This is an optimization exercise on Yosys and OpenROAD, whose aim is a short achievable clock period, not a production implementation.
The RTL was checked by simulation tests, not by an equivalence proof against the original design.

## OM_top
module OM_top(x,y,z,clk,nReset,xY,yX);
parameter Stage_all = 19;
parameter N = Stage_all - 3;
parameter WL = 2*N;
parameter WL_out = 2*Stage_all;
	input [WL-1:0] x;
	input [WL-1:2] y;
	output [WL_out-1:0] z;
	input clk;
	input nReset;
	input [(N+1)*(N-3)+8:0] xY;
	input [(N+1)*(N-3)+6:0] yX;
	reg [WL-1:0] x_reg;
	reg [WL-1:2] y_reg;
	reg [WL-1:0] z_reg;
	wire [WL-1:0] temp_z;
	function dec(input [1:0] dg, input b);
		dec = (dg[1] & ~dg[0] & b) | (~dg[1] & dg[0] & ~b);
	endfunction
	wire [2:0] Ws1;
	assign Ws1[0] = (x_reg[1] ^ x_reg[0]) & xY[0];
	assign Ws1[1] = (x_reg[0] & (xY[1] ^ xY[0])) | (x_reg[1] & xY[1]);
	assign Ws1[2] = (~xY[1] & xY[0] & x_reg[0]) | (xY[1] & x_reg[1]);
	wire [4:0] a2, d2, b2, s2;
	wire [5:0] h2;
	genvar i, j;
	generate
		for (i=0;i<5;i=i+1) begin:g2
			assign a2[i] = dec(x_reg[3:2], xY[2+(i<3?i:2)]);
			assign d2[i] = dec(y_reg[3:2], yX[(i<3?i:2)]);
		end
	endgenerate
	assign b2 = {Ws1, 2'b00};
	assign s2[0] = a2[0] ^ d2[0] ^ y_reg[2];
	wire [5:1] c2o;    
	assign c2o[1] = (a2[0] & d2[0]) | (a2[0] & y_reg[2]) | (d2[0] & y_reg[2]);
	assign h2[0] = 1'b0;
	generate
		for (i=1;i<5;i=i+1) begin:g2c
			wire s1 = a2[i] ^ b2[i];
			assign h2[i] = a2[i] & b2[i];
			assign s2[i] = s1 ^ d2[i] ^ h2[i-1];
			assign c2o[i+1] = (s1 & d2[i]) | (s1 & h2[i-1]) | (d2[i] & h2[i-1]);
		end
	endgenerate
	wire [5:0] Ws_s2 = {s2, 1'b0};
	wire [5:0] Wc_s2 = {c2o[4:1], x_reg[2], 1'b0};
	wire [6:0] a3, d3, s3;
	wire [6:0] h3;
	wire [7:1] c3o;
	generate
		for (i=0;i<7;i=i+1) begin:g3
			assign a3[i] = dec(x_reg[5:4], xY[5+(i<4?i:3)]);
			assign d3[i] = dec(y_reg[5:4], yX[3+(i<4?i:3)]);
		end
	endgenerate
	assign s3[0] = a3[0] ^ d3[0] ^ y_reg[4];
  ...
Size in the first run: roughly 5300 cells after synthesis.
export LEC_CHECK = 0
export CAP_MARGIN = 20
export CORE_MARGIN = 2
export CORE_UTILIZATION = 40
export SLEW_MARGIN = 20
create_clock -name core_clock -period 22.0 [get_ports {clk}]
standard.sh (not shown) runs the stock make flow with config.mk's settings and CLKGATE_MAP_FILE= SYNTH_SCRIPT=/design/flow/synth_recipe.tcl, a recipe that flattens the netlist after the stock synthesis.
==> flow/flow/run.sh <==
#!/bin/bash
set -euo pipefail
W=$PWD
R=$W/orfs/results/sky130hd/OM_top/base
LIB=$FLOW_HOME/platforms/sky130hd/lib/sky130_fd_sc_hd__tt_025C_1v80.lib
DU=$(cat $W/flow/dont_use.txt)
bash standard.sh ADDER_MAP_FILE= $R/1_2_yosys.v > synth_flow.log 2>&1
cp $R/1_2_yosys.v $W/1_2_yosys_std.v
printf 'set_driving_cell sky130_fd_sc_hd__buf_1\nset_load 5\n' > $W/abc_resynth.constr
cat > $W/resynth.ys <<EOT
read_liberty -ignore_miss_func $LIB
setattr -mod -set keep_hierarchy 1 sky130_fd_sc_hd__df*
read_verilog $W/1_2_yosys_std.v
hierarchy -top OM_top
flatten
opt_clean -purge
delete A:keep_hierarchy
read_liberty -lib -nooverwrite $LIB
abc -script $W/flow/abc_delay.script -liberty $LIB $DU -constr $W/abc_resynth.constr -D 10 OM_top
opt_clean -purge
hilomap -singleton -hicell sky130_fd_sc_hd__conb_1 HI -locell sky130_fd_sc_hd__conb_1 LO OM_top
splitnets OM_top
insbuf -buf sky130_fd_sc_hd__buf_4 A X OM_top
opt_clean -purge
check -assert OM_top
stat -liberty $LIB OM_top
select OM_top
write_verilog -noattr -nohex -nodec -selected $W/1_2_yosys_resynth.v
EOT
yosys -l $W/resynth.log -s $W/resynth.ys > /dev/null 2>&1
cp $W/1_2_yosys_resynth.v $R/1_2_yosys.v
bash standard.sh ADDER_MAP_FILE= SETUP_SLACK_MARGIN=12 finish > standard_flow.log 2>&1
==> flow/flow/abc_delay.script <==
strash
dch -f
map -D 10
topo
buffer -c
upsize -c
dnsize -c
Other scripts of this flow, unchanged in this note and not shown: flow/flow/dont_use.txt
Change:
==> flow/flow/abc_delay.script (replaced) <==
strash
dch -f
map -D 10
strash
dch -f
map -D 10
strash
dch -f
map -D 10
topo
buffer -c
upsize -c
dnsize -c
Settings changed: PLACE_DENSITY set to 0.75.
Wire length climbs by 4.8%.
Worst hold slack gains 0.051 ns.
Register-to-register slack gets better by 0.03 ns.
Design area is higher by 0.46%.
Flip-flop and latch count does not change.
Clock skew went up by 0.011 ns.
Clock-buffer cell count does not change.
Area after synthesis goes down by about 0.7%.
Change:
Settings changed: PLACE_DENSITY 0.75 to unset.
Outcome: Global-route usage climbs by 1.5 points; worst hold slack loses 0.022 ns; sequential share of layout area is about the same; wire length shrinks by 5.2%.

-- static timing again, ports no longer ideal --
No port has a modelled driver above. Below, the same layouts with a new extraction and two added sets of constraints. Step 1 (the two cells are an assumption about what drives the block):
set clk [get_ports {clk}]
set_driving_cell -lib_cell sky130_fd_sc_hd__clkbuf_16 $clk
set_driving_cell -lib_cell sky130_fd_sc_hd__buf_2 [delete_from_list [all_inputs] $clk]
Step 2 also shifts input and output timing later by t, the mid clock arrival at the registers, as if the neighbouring blocks saw the same clock. Three values: no drivers, after step 1, after step 2; two values: the first two.
| run | shift t [ns] | slack for setup (ns) | latest minus earliest clock arrival (ns) | worst register clock-pin slew, ns | cell pins on the clock port's net |
|---|---|---|---|---|---|
| the first run | 0.479 | 10.830 / 10.868 / 10.390 | 0.021 / 0.021 | 0.10 / 0.10 | 1 |
| the second run | 0.483 | 10.491 / 10.532 / 10.049 | 0.032 / 0.032 | 0.10 / 0.10 | 1 |
| the third run | 0.478 | 11.064 / 11.108 / 10.630 | 0.026 / 0.026 | 0.10 / 0.10 | 1 |
After both steps setup and hold are still met in every run listed. The setup slack of the second run, which loses most, moves by +0.041 ns with the drivers and by -0.442 ns with both steps.
